This design comes from an exercise in tuning for small area, a short achievable clock period and few clock cycles per item on the open sky130 flow, not from production work.
The RTL was checked by simulation tests, not by an equivalence proof against the original design.
Power figures rest on the tool's default switching activity, not on a simulated workload.

<file path="design/flow/design.v">
`timescale 1ns / 1ps
module CLA_4bit(
    input  signed [3:0] A,
    input  signed [3:0] B,
    input        Cin,
    output signed [3:0] Sum,
    output       Cout
);
    wire [3:0] G, P;  
    wire [4:1] C;     
    assign G = A & B;
    assign P = A ^ B;
    assign C[1] = G[0] | (P[0] & Cin);
    assign C[2] = G[1] | (P[1] & G[0]) | (P[1] & P[0] & Cin);
    assign C[3] = G[2] | (P[2] & G[1]) | (P[2] & P[1] & G[0]) | (P[2] & P[1] & P[0] & Cin);
    assign Cout = G[3] | (P[3] & G[2]) | (P[3] & P[2] & G[1]) | (P[3] & P[2] & P[1] & G[0]) | (P[3] & P[2] & P[1] & P[0] & Cin);
    assign Sum = P ^ {C[3:1], Cin};
endmodule
module CLA_16bit(
    input  signed [15:0] A,
    input  signed [15:0] B,
    input         Cin,
    output  signed [15:0] Sum,
    output        Cout
);
    wire [3:0] C_block; 
    CLA_4bit CLA0 (.A(A[3:0]),   .B(B[3:0]),   .Cin(Cin),      .Sum(Sum[3:0]),   .Cout(C_block[0]));
    CLA_4bit CLA1 (.A(A[7:4]),   .B(B[7:4]),   .Cin(C_block[0]),.Sum(Sum[7:4]),   .Cout(C_block[1]));
    CLA_4bit CLA2 (.A(A[11:8]),  .B(B[11:8]),  .Cin(C_block[1]),.Sum(Sum[11:8]),  .Cout(C_block[2]));
    CLA_4bit CLA3 (.A(A[15:12]), .B(B[15:12]), .Cin(C_block[2]),.Sum(Sum[15:12]), .Cout(C_block[3]));
    assign Cout = C_block[3];
endmodule
`timescale 1ns / 1ps
module Adder_16bit (
    input  signed [15:0] A,
    input  signed [15:0] B,
    input         Cin,   
    output signed [15:0] Sum,
    output        Cout    
);
    CLA_16bit cla_add (
        .A(A),
        .B(B),
        .Cin(Cin),
        .Sum(Sum),
        .Cout(Cout)
    );
endmodule
`timescale 1ns / 1ps
module Subtractor_16bit (
    input  signed [15:0] A,
    input  signed [15:0] B,
    input         Bin,   
    output signed [15:0] Diff,
    output        Bout    
);
    wire signed [15:0] B_inverted;
    wire        Cout;     
    wire        Cin;  
    assign B_inverted = ~B;
    assign Cin = ~Bin;
    CLA_16bit cla_sub (
        .A   (A),
        .B   (B_inverted),
        .Cin (Cin),
        .Sum (Diff),
        .Cout(Cout)
    );
    assign Bout = ~Cout;
endmodule
module Comparator_16bit (
    input  signed [15:0] A,
    input  signed [15:0] B,
    output wire signed [1:0] comp_out   
);
    wire signed [15:0] Diff;
    wire        Bout;
    Subtractor_16bit sub (
        .A   (A),
        .B   (B),
        .Bin (1'b0),
        .Diff(Diff),
        .Bout(Bout)
    );
    wire sign     = Diff[15];
    wire zero     = (Diff == 16'sd0);
    wire overflow = (A[15] ^ B[15]) & (A[15] ^ Diff[15]);
    wire lt = (sign ^ overflow);
    wire gt = ~zero & ~lt;
    assign comp_out = (lt  == 1'b1) ? -2'sd1 :
							 (gt  == 1'b1) ?  2'sd1 : 2'sd0;
endmodule
`timescale 1ns / 1ps
module Shifter16_Left (
    input  wire [15:0] in,      
    input  wire [3:0]  ctrl,   
    output reg  [15:0] out     
);
    always @(*) begin
        case (ctrl)
            4'd0:  out = in;
            4'd1:  out = in << 1;
            4'd2:  out = in << 2;
            4'd3:  out = in << 3;
            4'd4:  out = in << 4;
            4'd5:  out = in << 5;
            4'd6:  out = in << 6;
            4'd7:  out = in << 7;
            4'd8:  out = in << 8;
            4'd9:  out = in << 9;
            4'd10: out = in << 10;
            4'd11: out = in << 11;
            4'd12: out = in << 12;
            4'd13: out = in << 13;
            4'd14: out = in << 14;
            4'd15: out = in << 15;
            default: out = {16{1'bx}};
        endcase
    end
endmodule
module Shifter16_Right (
    input  wire [15:0] in,     
    input  wire [3:0]  ctrl,   
    output reg  [15:0] out      
);
    always @(*) begin
        case (ctrl)
            4'd0:  out = in;
            4'd1:  out = in >> 1;
            4'd2:  out = in >> 2;
            4'd3:  out = in >> 3;
            4'd4:  out = in >> 4;
            4'd5:  out = in >> 5;
            4'd6:  out = in >> 6;
            4'd7:  out = in >> 7;
            4'd8:  out = in >> 8;
            4'd9:  out = in >> 9;
            4'd10: out = in >> 10;
            4'd11: out = in >> 11;
            4'd12: out = in >> 12;
            4'd13: out = in >> 13;
            4'd14: out = in >> 14;
            4'd15: out = in >> 15;
            default: out = {16{1'bx}};
        endcase
    end
endmodule
module Rotate16_Left (
    input  wire [15:0] in,
    input  wire [3:0]  ctrl,
    output reg  [15:0] out
);
    always @(*) begin
        case (ctrl)
            4'd0:  out = in;
            4'd1:  out = {in[14:0], in[15]};
            4'd2:  out = {in[13:0], in[15:14]};
            4'd3:  out = {in[12:0], in[15:13]};
            4'd4:  out = {in[11:0], in[15:12]};
            4'd5:  out = {in[10:0], in[15:11]};
            4'd6:  out = {in[9:0],  in[15:10]};
            4'd7:  out = {in[8:0],  in[15:9]};
            4'd8:  out = {in[7:0],  in[15:8]};
            4'd9:  out = {in[6:0],  in[15:7]};
            4'd10: out = {in[5:0],  in[15:6]};
            4'd11: out = {in[4:0],  in[15:5]};
            4'd12: out = {in[3:0],  in[15:4]};
            4'd13: out = {in[2:0],  in[15:3]};
            4'd14: out = {in[1:0],  in[15:2]};
            4'd15: out = {in[0],    in[15:1]};
            default: out = {16{1'bx}};
        endcase
    end
endmodule
module Rotate16_Right (
    input  wire [15:0] in,
    input  wire [3:0]  ctrl,
    output reg  [15:0] out
);
    always @(*) begin
        case (ctrl)
            4'd0:  out = in;
            4'd1:  out = {in[0],    in[15:1]};
            4'd2:  out = {in[1:0],  in[15:2]};
            4'd3:  out = {in[2:0],  in[15:3]};
            4'd4:  out = {in[3:0],  in[15:4]};
            4'd5:  out = {in[4:0],  in[15:5]};
            4'd6:  out = {in[5:0],  in[15:6]};
            4'd7:  out = {in[6:0],  in[15:7]};
            4'd8:  out = {in[7:0],  in[15:8]};
            4'd9:  out = {in[8:0],  in[15:9]};
            4'd10: out = {in[9:0],  in[15:10]};
            4'd11: out = {in[10:0], in[15:11]};
            4'd12: out = {in[11:0], in[15:12]};
            4'd13: out = {in[12:0], in[15:13]};
            4'd14: out = {in[13:0], in[15:14]};
            4'd15: out = {in[14:0], in[15]};
            default: out = {16{1'bx}};
        endcase
    end
endmodule
`timescale 1ns / 1ps
module Multiplier_16bit(
    input             clk,
    input             rst,
    input             start,
    input  signed [15:0] X,     
    input  signed [15:0] Y,     
    output reg signed [31:0] Z,  
    output reg        valid
);
    reg pres_state, next_state;
    reg [3:0] count, next_count;
    reg signed [34:0] P, next_P;    
    reg signed [34:0] P_temp;
    reg signed [31:0] next_Z;
    reg               next_valid;
    wire signed [34:0] M_ext = {{2{Y[15]}}, Y, 17'b0};
    wire [2:0] triple = {P[2], P[1], P[0]};
    parameter IDLE  = 1'b0,
              START = 1'b1;
    always @(posedge clk or negedge rst) begin
        if (!rst) begin
            P          <= 35'd0;
            count      <= 4'd0;
            pres_state <= IDLE;
            Z          <= 32'd0;
            valid      <= 1'b0;
        end else begin
            P          <= next_P;
            count      <= next_count;
            pres_state <= next_state;
            Z          <= next_Z;
            valid      <= next_valid;
        end
    end
    always @(*) begin
        next_state = pres_state;
        next_P     = P;
        next_count = count;
        next_Z     = Z;
        next_valid = 1'b0;
        case (pres_state)
            IDLE: begin
                if (start) begin
                    next_state = START;
                    next_P     = {19'd0, X, 1'b0};   
                    next_count = 4'd0;
                end else begin
                    next_Z = 32'd0;
                end
            end
            START: begin
                case (triple)
                    3'b001, 3'b010: P_temp = P + M_ext;          
                    3'b011:         P_temp = P + (M_ext <<< 1);  
                    3'b100:         P_temp = P - (M_ext <<< 1);  
                    3'b101, 3'b110: P_temp = P - M_ext;          
                    default:        P_temp = P;                  
                endcase
                next_P     = P_temp >>> 2;
                next_count = count + 4'd1;
                if (count == 4'd7) begin
                    next_state = IDLE;
                    next_Z     = next_P[32:1];
                    next_valid = 1'b1;
                end
            end
        endcase
    end
endmodule
`timescale 1ns / 1ps
module Divider_16bit (
    input  wire        clk,   
    input  wire        rst,   
    input  wire        start, 
    input  wire signed [15:0] A,       
    input  wire signed [15:0] B,       
    output wire signed [15:0] quot,    
    output wire signed [15:0] rem,     
    output reg               valid   
);
    reg [31:0] Z, next_Z;
    reg [31:0] Z_temp, Z_temp1;
    reg        pres_state, next_state;
    reg [3:0]  count, next_count;
    reg signed [15:0] quot_reg, rem_reg;
    assign quot = quot_reg;
    assign rem  = rem_reg;
    reg sign_A, sign_B, sign_q, sign_r;
    reg [15:0] A_abs, B_abs;
    localparam IDLE  = 1'b0;
    localparam START = 1'b1;
    always @(posedge clk or negedge rst) begin
        if (!rst) begin
            Z          <= 32'd0;
            pres_state <= IDLE;
            count      <= 4'd0;
            valid      <= 1'b0;
            quot_reg   <= 16'd0;
            rem_reg    <= 16'd0;
            sign_A     <= 1'b0;
            sign_B     <= 1'b0;
            sign_q     <= 1'b0;
            sign_r     <= 1'b0;
            A_abs      <= 16'd0;
            B_abs      <= 16'd0;
        end else begin
            if (pres_state == IDLE && start) begin
                sign_A <= A[15];
                sign_B <= B[15];
                sign_q <= A[15] ^ B[15];
                sign_r <= A[15];
                A_abs  <= A[15] ? -A : A;
                B_abs  <= B[15] ? -B : B;
            end
            Z          <= next_Z;
            pres_state <= next_state;
            count      <= next_count;
            valid      <= (pres_state == START) ? (&count) : 1'b0;
            if ((pres_state == START) && (&count)) begin
                if (sign_q)
                    quot_reg <= -$signed(next_Z[15:0]);
                else
                    quot_reg <=  $signed(next_Z[15:0]);
                if (sign_r)
                    rem_reg <= -$signed(next_Z[31:16]);
                else
                    rem_reg <=  $signed(next_Z[31:16]);
            end
        end
    end
    always @(*) begin
        next_Z     = Z;
        next_state = pres_state;
        next_count = count;
        case (pres_state)
            IDLE: begin
                if (start) begin
                    next_state = START;
                    next_count = 4'd0;
                    next_Z     = {16'd0, (A[15] ? -A : A)};   
                end
            end
            START: begin
                next_count = count + 1'b1;
                Z_temp  = Z << 1;
                Z_temp1 = {Z_temp[31:16] - B_abs, Z_temp[15:0]};
                if (Z_temp1[31]) begin
                    next_Z = { Z_temp[31:16], Z_temp[15:1], 1'b0 };
                end else begin
                    next_Z = { Z_temp1[31:16], Z_temp[15:1], 1'b1 };
                end
                if (&count)
                    next_state = IDLE;
            end
            default: next_state = IDLE;
        endcase
    end
endmodule
`timescale 1ns / 1ps
module ALU_16bit (
    input              clk,
    input              rst,
    input              start,
    input       [3:0]  op,         
    input  signed [15:0] A,
    input  signed [15:0] B,
    output reg signed [15:0] Z_low,
    output reg signed [15:0] Z_high,
    output reg         valid
);
    wire start_mul = (op == 4'b0010) && start;
    wire start_div = (op == 4'b0011) && start && (B != 16'sd0);   
    wire signed [15:0] sum;
    wire               cout;
    Adder_16bit adder (
        .A   (A),
        .B   (B),
        .Cin (1'b0),
        .Sum (sum),
        .Cout(cout)
    );
    wire signed [15:0] diff;
    wire               bout;
    Subtractor_16bit subtractor (
        .A   (A),
        .B   (B),
        .Bin (1'b0),
        .Diff(diff),
        .Bout(bout)
    );
    wire signed [31:0] mul_z;
    wire               mul_valid;
    Multiplier_16bit multiplier (
        .clk   (clk),
        .rst   (rst),
        .start (start_mul),
        .X     (A),
        .Y     (B),
        .Z     (mul_z),
        .valid (mul_valid)
    );
    wire signed [15:0] quot;
    wire signed [15:0] rem;
    wire               div_valid;
    Divider_16bit divider (
        .clk   (clk),
        .rst   (rst),
        .start (start_div),
        .A     (A),
        .B     (B),
        .quot  (quot),
        .rem   (rem),
        .valid (div_valid)
    );
    wire signed [1:0] comp_result;
    Comparator_16bit comparator (
        .A(A),
        .B(B),
        .comp_out(comp_result)
    );
    wire [15:0] shl_out;
    wire [15:0] shr_out;
    Shifter16_Left  shl (
        .in   (A),            
        .ctrl (B[3:0]),
        .out  (shl_out)
    );
    Shifter16_Right shr (
        .in   (A),            
        .ctrl (B[3:0]),
        .out  (shr_out)
    );
    wire [15:0] rol_out;
    wire [15:0] ror_out;
    Rotate16_Left  rol (
        .in   (A),           
        .ctrl (B[3:0]),
        .out  (rol_out)
    );
    Rotate16_Right ror (
        .in   (A),           
        .ctrl (B[3:0]),
        .out  (ror_out)
    );
    always @(posedge clk or negedge rst) begin
        if (!rst) begin
            Z_low  <= 16'sd0;
            Z_high <= 16'sd0;
            valid  <= 1'b0;
        end else begin
            case (op)
                4'b0000: begin  
                    Z_low  <= sum;
                    Z_high <= {{16{sum[15]}}};
                    valid  <= start;
                end
                4'b0001: begin  
                    Z_low  <= diff;
                    Z_high <= {{16{diff[15]}}};
                    valid  <= start;
                end
                4'b0010: begin  
                    if (mul_valid) begin
                        Z_low  <= mul_z[15:0];
                        Z_high <= mul_z[31:16];
                        valid  <= 1'b1;
                    end else begin
                        valid <= 1'b0;
                    end
                end
                4'b0011: begin  
                    if (start && B == 16'sd0) begin
                        Z_low  <= -16'sd1;
                        Z_high <= A;
                        valid  <= 1'b1;
                    end else if (div_valid) begin
                        Z_low  <= quot;
                        Z_high <= rem;
                        valid  <= 1'b1;
                    end else begin
                        valid <= 1'b0;
                    end
                end
                4'b0100: begin  
                    Z_low  <= {{14{comp_result[1]}}, comp_result};
                    Z_high <= 16'sd0;
                    valid  <= start;
                end
                4'b0101: begin  
                    Z_low  <= ~(A & B);
                    Z_high <= 16'sd0;
                    valid  <= start;
                end
                4'b0110: begin  
                    Z_low  <= A & B;
                    Z_high <= 16'sd0;
                    valid  <= start;
                end
                4'b0111: begin  
                    Z_low  <= ~(A | B);
                    Z_high <= 16'sd0;
                    valid  <= start;
                end
                4'b1000: begin  
                    Z_low  <= A | B;
                    Z_high <= 16'sd0;
                    valid  <= start;
                end
                4'b1001: begin  
                    Z_low  <= A ^ B;
                    Z_high <= 16'sd0;
                    valid  <= start;
                end
                4'b1010: begin  
                    Z_low  <= shl_out;
                    Z_high <= 16'sd0;
                    valid  <= start;
                end
                4'b1011: begin  
                    Z_low  <= shr_out;
                    Z_high <= 16'sd0;
                    valid  <= start;
                end
                4'b1100: begin  
                    Z_low  <= rol_out;
                    Z_high <= 16'sd0;
                    valid  <= start;
                end
                4'b1101: begin  
                    Z_low  <= ror_out;
                    Z_high <= 16'sd0;
                    valid  <= start;
                end
                default: begin
                    Z_low  <= 16'sd0;
                    Z_high <= 16'sd0;
                    valid  <= 1'b0;
                end
            endcase
        end
    end
endmodule
</file>
<file path="design/flow/run.sh">
#!/bin/bash
# synth_recipe.tcl (not shown) runs the flow's synth.tcl, then flattens the netlist and writes it again
# the make line also repeats each setting of config.mk as NAME=value (left out here)
make -C /OpenROAD-flow-scripts/flow DESIGN_CONFIG=/design/flow/config.mk WORK_HOME=/design/flow/orfs CLKGATE_MAP_FILE= SYNTH_SCRIPT=/design/flow/synth_recipe.tcl finish
</file>
<file path="design/flow/config.mk">
export PLATFORM = sky130hd
export DESIGN_NAME = ALU_16bit
export DESIGN_NICKNAME = ALU_16bit
export VERILOG_FILES = /design/flow/design.v
export SDC_FILE = /design/flow/constraint.sdc
export NUM_CORES = 4
export LEC_CHECK = 0
export CAP_MARGIN = 20
export CORE_MARGIN = 2
export CORE_UTILIZATION = 40
export SLEW_MARGIN = 20
</file>
<file path="design/flow/constraint.sdc">
create_clock -name core_clock -period 6.0 [get_ports {clk}]
set_input_delay 1.2000 -clock core_clock [delete_from_list [all_inputs] [get_ports {clk}]]
set_output_delay 1.2000 -clock core_clock [all_outputs]
set_load 0.01 [all_outputs]
</file>
==> summary.txt <==
[per-layer routing]
| metal | wire [um] | share of wire [%] | up-vias |
|---|---|---|---|
| met5 | 0 | 0 | - |
| met2 | 35500 | 45 | 1213 |
| met3 | 6900 | 8.8 | 303 |
| met4 | 5030 | 6.4 | 0 |
| li1 | - | - | 8636 |
| met1 | 31000 | 40 | 9336 |
[layout by cell type, fill, tap and decap left out, types with 21 or more instances in the layout]
cell,synthesis,routed
a22o_1,27,27
a31oi_1,40,40
a21oi_1,120,119
xnor2_1,93,93
inv_1,96,96
nand3_1,64,64
dfrtp_1,192,191
nor2_1,153,151
nor3_1,52,51
and3_1,24,24
a21o_1,21,21
o21ai_0,198,198
a22oi_1,51,51
buf_4,1,83
mux2i_1,52,52
clkdlybuf4s50_1,0,70
ha_1,110,110
nand2_1,463,463
nand4_1,70,70
xor2_1,28,28
[cells by family (layout without fill, tap and decap cells)]
kind of cell               after synthesis  count (layout)  share of synthesized area (%)
and+or+nand+nor                        952             952                           24.5
AOI/OAI and AO/OA                      672             672                           24.4
buffers and inverters                  282             287                           6.07
DFF                                    192             192                           26.7
adders and majority gates              121             121                           8.89
xor gates and xnor gates               121             121                           5.90
muxes                                   62              62                           3.52
other                                    0               2                              0
[report_power, final]
group          internal (uW)  switching [uW]
Clock                    568             633
Combinational           2160            3360
Sequential              1810             461
[through the flow]
stage | hold slack (ns) | setup WS [ns] | utilization [%] | power [uW] | TNS (ns)
floorplan | 0.439 | 0.699 | - | 6110 | 0
global placement | 0.460 | -0.0388 | 43.7 | 7620 | -0.0388
detailed placement | 0.465 | 0.0526 | 43.7 | 7710 | 0
CTS | 0.485 | 0.482 | 45.1 | 8930 | 0
global route | 0.516 | 0.160 | 45.1 | 9650 | 0
finish | 0.483 | 0.290 | 45.2 | 8990 | 0
[critical path: stages]
cell,delay [ns]
clkdlybuf4s50_1,0.61
inv_1,0.09
ha_1,0.36
nor2b_1,0.16
o21ai_0,0.29
a311oi_1,0.21
o31a_1,0.34
o21bai_1,0.22
a211o_1,0.18
a31oi_1,0.10
fa_1,0.40
nand2_1,0.13
nor3_1,0.06
buf_4,0.20
a2111oi_0,0.98
nand4_1,0.26
a22o_1,0.25
[worst paths after layout]
kind / start / end / slack (ns) / cells after the start
worst max register to register: divider.B_abs[6] / divider.rem_reg[15] / 1.68 / 13
worst max-delay path: A[0] / Z_low[7] / 0.29 / 17
worst min-delay path: divider.quot_reg[1] / divider.quot_reg[1] / 0.48 / 2
min in group asynchronous: rst / divider.Z[28] / 0.67 / 1
worst min register to register: divider.quot_reg[1] / divider.quot_reg[1] / 0.48 / 2
max in group asynchronous: rst / multiplier.P[25] / 4.10 / 2
[area by class of cell]
class	instances	area share, %
clock inverter	15	0.925
sequential	192	24.0
tap	592	3.70
timing repair buffer	157	6.91
multi-input combinational	1928	60.5
clock buffer	17	2.13
antenna	2	0.0250
inverter	98	1.84
==> metrics.cfg <==
[layout]
multi_input_area_um2=12100
fillers=4530
final_cells=3001
seqCellArea_um2=4810
regMostFlops=multiplier.P
drive_gt1_share_pct=6.65
area_growth_pct=11.4
largest_register_ffs=33
nets=2554
top_regs=multiplier.P x33, divider.Z x32, multiplier.Z x32
final_area_um2=20000

[floorplanning]
die_h_um=216
rows=77
die_x_um=216
fp.coreArea_um2=44300
io_pins=72
dieArea_um2=46600
start_util_pct=40.5

[yosys]
netlist_top_cells_area=dfrtp_1 (27%), nand2_1 (9.7%), ha_1 (7.7%), o21ai_0 (5.5%), xnor2_1 (4.5%)
synth_top_area_cell=dfrtp_1
synth_edf_count=0
ys_top_cells_by_count=nand2_1 (463), o21ai_0 (198), dfrtp_1 (192)
ys_seq_area_share_pct=26.7
syn_nets=2562
yosys.area.top_type_share_pct=26.7
syn_area_um2=18000
synthArstFlopShare_pct=100
avgSynthCellArea_um2=7.48
synthDistinctLibCells=77
synthCells=2402
ys_ff_latch=192
yosysMostFrequentCell=nand2_1
yosys_warnings=7
ys.flop_type=dfrtp_1

[global_route]
grtUsageMet2_pct=52.9
track_usage_pct=33.1
grt_antenna_before_repair=1
grt_pass1_vias=18700
grt_busiest_layer=met2
grt_pass1_wl_um=117000
grt_max_degree=153
gr-usage-met1_pct=42.2
met3_usage_pct=5.60
grt-ovfl-total=0

[worst_setup_path]
start_kind=input port
cp_max_fo=8
cp-end-kind=flip-flop
arrival_ns=6.07
critical_path_class=input port to flip-flop
worstPathRequired_ns=6.36

[drt]
viasPerCell=6.49
dr_total_vias=19488
route.detailed.drc=0
drt_iter0_drc=2773
finalWirelength_um=78500
drt_pass1_iterations=6
wl_per_cell_um=26.2
ant_nets=0

[timing]
period_needed_ns=5.71
setup-violations-final=0
rsz0062_at_grt=no
worstMarginPinSlew_ns=1.13
maxSlewHeadroom_pct=22.5
max_freq_mhz=175
hold_viol=0
period_share_pct=95.2
finalMaxSlewViolations=0
finClkSkew_ns=0.0175

[placement]
io_buffers=71
routabilityCongestion=1.01
numPlacedInstances=2965
placed_area_um2=19400
dp_hpwl_um=55900

[clock_network]
ctsRootBufferMaster=clkbuf_16
cts_resized=0
clkLatencyLatePin_ns=0.47
ctsHoldBuffers=0
cts_tree=yes
clkTransAtPathRegs_ns=0.09
h-tree-depth=4
post_cts.repair.setup_buffers=0
cts_buffers=17
clockBufferDepth=2
cts.sinks=192

[power]
ir_drop_mv=0.344
power_density_nw_per_um2=449
p_leak_uw=0.00886

[worst_hold_path]
hold_class=flip-flop to flip-flop

[outcome]
status=no timing/DRC/antenna violations

[run]
cap_violations=0

Testbench counts, summed over its fixed seeds: cycles 68,425, items 24,000.

[static timing again, ports no longer ideal]
Ports are ideal in the flow. The routed layout listed here was re-timed in OpenROAD.
Step 1: set_driving_cell puts a clkbuf_16 on clk and a buf_2 on each other input, an assumption about the parent block.
Step 2 moves the port delays by t, midway between the first and last clock arrival at a register: inputs arrive t later, outputs are due t later. That takes back most of the time a late clock gives input paths.
Slacks: no drivers / after step 1 / after step 2; pairs: no drivers / after step 1.
t (ns): 0.514
slack for setup (ns): 0.290 / 0.301 / -0.213
worst hold slack (ns): 0.483 / 0.483 / 0.483
With both steps, setup timing fails in this run, where it was met with ideal ports. The setup slack of this run moves by +0.011 ns with the drivers and by -0.503 ns with both steps.
